What follows belongs to an exercise in optimizing a design on an open flow for small area; a production flow would make more cautious choices.
At most, simulation tests tie the RTL to the original design; equivalence was not proved.
Power is estimated from default activity; no workload was simulated.

==> flow/design.v (excerpt) <==
module pong(
  input   logic   CLK_DRV,
  input   logic   FPGA_RESET,
  input   logic   COIN_SW,
  input   logic   SW1A, SW1B,
  input   logic   PAD1_OUT, PAD2_OUT,
  output  logic   PAD_TRG_N,
  output  logic   CSYNC, VIDEO, SCORE,
  output  logic   SOUND
);
==> flow/config.mk <==
export PLATFORM = sky130hd
export DESIGN_NAME = pong
export DESIGN_NICKNAME = pong
export VERILOG_FILES = /design/flow/design.v
export SDC_FILE = /design/flow/constraint.sdc
export NUM_CORES = 4
export LEC_CHECK = 0
export ABC_AREA = 1
export CAP_MARGIN = 20
export CORE_MARGIN = 2
export CORE_UTILIZATION = 40
export SLEW_MARGIN = 20
==> flow/constraint.sdc <==
create_clock -name core_clock -period 20.0 [get_ports {CLK_DRV}]
set_input_delay 4.0000 -clock core_clock [delete_from_list [all_inputs] [get_ports {CLK_DRV}]]
set_output_delay 4.0000 -clock core_clock [all_outputs]
set_load 0.01 [all_outputs]
standard.sh (not shown) runs the stock make flow with config.mk's settings and CLKGATE_MAP_FILE= SYNTH_SCRIPT=/design/flow/synth_recipe.tcl, a recipe that flattens the netlist after the stock synthesis.
==> flow/flow/run.sh <==
#!/bin/bash
# Standard layout with four changes: the combinational logic is re-mapped for
# area before global placement (flow/restructure.tcl), combinational cells
# are sized down to their smallest drive after placement (flow/downsize.tcl),
# the clock tree is built of clkbuf_4 without dummy loads, and the port
# buffers are buf_1.
set -euo pipefail
export PRE_GLOBAL_PLACE_TCL="$PWD/flow/restructure.tcl"
export POST_RESIZE_TCL="$PWD/flow/downsize.tcl"
export CTS_ARGS="-sink_clustering_enable -repair_clock_nets -buf_list sky130_fd_sc_hd__clkbuf_4 -sink_clustering_size 30 -sink_clustering_max_diameter 100 -dont_use_dummy_load"
export BUFFER_PORTS_ARGS="-buffer_cell sky130_fd_sc_hd__buf_1"
bash standard.sh > standard.log 2>&1
==> flow/flow/downsize.tcl <==
# Hook run after the placement resizer (POST_RESIZE_TCL). The clock period
# leaves a lot of setup slack, so every combinational cell that synthesis
# mapped at a drive strength above the smallest is swapped for the smallest
# cell of the same function, then slew and capacitance are repaired again
# and timing is recovered where needed.
set n 0
foreach inst [get_cells *] {
  set master [get_property $inst ref_name]
  if { ![regexp {^(sky130_fd_sc_hd__[a-z0-9]+)_([0-9]+)$} $master -> base drive] } { continue }
  if { [regexp {df|dl|clk|tap|fill|decap|conb|diode} $base] } { continue }
  if { $drive <= 1 } { continue }
  foreach d {0 1} {
    if { $d >= $drive } { break }
    set cand [get_lib_cells -quiet */${base}_$d]
    if { [llength $cand] == 0 } { continue }
    if { [lsearch -exact $::env(DONT_USE_CELLS) ${base}_$d] >= 0 } { continue }
    replace_cell $inst [lindex $cand 0]
    incr n
    break
  }
}
puts "downsize: replaced $n cells"
log_cmd estimate_parasitics -placement
log_cmd repair_design -cap_margin 20 -slew_margin 20
log_cmd repair_timing -setup -setup_margin 0
report_design_area
==> flow/flow/restructure.tcl <==
# Hook run at the start of global placement, before the ports are buffered
# (PRE_GLOBAL_PLACE_TCL): re-map the combinational logic between the
# registers and ports for area with OpenROAD's restructure (ABC). Registers
# are not touched.
set_dont_use $::env(DONT_USE_CELLS)
set rmp_dir $::env(RESULTS_DIR)/rmp
file mkdir $rmp_dir
set tielo sky130_fd_sc_hd__conb_1/LO
set tiehi sky130_fd_sc_hd__conb_1/HI
report_design_area
log_cmd restructure -target area -liberty_file [lindex $::env(LIB_FILES) 0] \
  -tielo_port $tielo -tiehi_port $tiehi -work_dir $rmp_dir -abc_logfile $rmp_dir/abc.log
report_design_area
Edit:
--- a/flow/design.v
+++ b/flow/design.v
@@ -36,17 +36,16 @@
 );
   wire rst = FPGA_RESET;
   logic       c;                  
   logic [8:0] h_p;                
   logic       hrn_p;              
   logic [8:0] v_p;                
   logic       vrn_p;              
   logic       hbn_p;              
-  logic       hbn_pp;             
   logic       hs_p;               
   logic       vbn_p;              
   logic [3:0] p1_p, p2_p;         
   logic       p1in_p, p2in_p;     
   logic       h3a_p;              
   logic [3:0] s1_p, s2_p;         
   logic       s1e_p, s2e_p;       
   logic       stop_g;             
@@ -131,16 +130,18 @@
   assign MOVE = ~(h2b & h2a);
   assign d1a = SC & ATTRACT;
   assign h3b = ~hit2_n ? 1'b1 : ~hit1_n ? 1'b0 : (d1a & ~h3bcq) ? ~h3b_p : h3b_p;
   assign L = h3b;
   assign R = ~h3b;
   assign e1b   = ~(ATTRACT_N & SERVE);
   assign e1b_p = ~(attn_p & ~b5b_p);
   assign bfall = c & e1b_p;
+  logic hbn_pp;
+  assign hbn_pp = hbn_p & (h_p[8] | h_p[7] | h_p[5] | (|h_p[3:0]));
   assign ld_p  = &g7_p & hbn_pp & &h7_p & g6b_p;   
   always_comb begin
     g7 = g7_p; h7 = h7_p;
     if (bfall) begin
       if (ld_p) begin
         g7 = {1'b1, 1'b0, ~(~h3b_p & move_p), move_p};
         h7 = 4'b1000;
       end else begin
@@ -309,17 +310,16 @@
     v_p     <= V;
     hbn_p   <= hbdn;
     vbn_p   <= VBLANK_N;
     h3a_p   <= h3a_q;
     h2b_p   <= h2b;
     a5_p    <= a5;
     f3a_p   <= f3a;
     b5b_p   <= SERVE_N;
-    hbn_pp  <= hbn_p;
     p1in_p  <= PAD1_OUT;
     p2in_p  <= PAD2_OUT;
     stop_g  <= b2a;
     f1cq    <= ~RST_SPEED & e1d_q;
     h3bcq   <= ~hit2_n | ~hit1_n | d1a;
     b5bcq   <= ~e5a | PAD1;
     coin_p  <= COIN_SW;
     missn_p <= MISS_N;
Result: Sequential share of layout area stays flat; power came out lower by 0.70%; global-route usage decreases by 0.55 points; clock-buffer cell count stays the same; synthesized cell count grows by 4.4%; sequential power hardly moves; hold slack improved by 0.015 ns.
Function not checked in the second run of this note: the RTL went through the layout flow alone.

separate check: timing with driven ports:
Ports are ideal in the flow. The routed layouts listed here were re-timed in OpenROAD.
Step 1 assumes that a clkbuf_16 drives the clock port and a buf_2 every other input.
Step 2 adds t to the input delays and takes it off the output delays; t is the mean of the earliest and latest rising clock arrival at the registers after step 1. Input paths then give back, and output paths get back, about the clock's delay inside the block.
Three values: ideal, step 1, step 2; two values: the first two.
run | shift t [ns] | setup slack, ns | worst data-port slew with drivers (ns)
the first run | 0.551 | 5.867 / 5.847 / 5.847 | 0.03
the second run | 0.540 | 6.234 / 6.212 / 6.212 | 0.03
After both steps setup and hold are still met in every run listed. The setup slack of the second run, which loses most, moves by -0.022 ns with the drivers and by -0.022 ns with both steps.
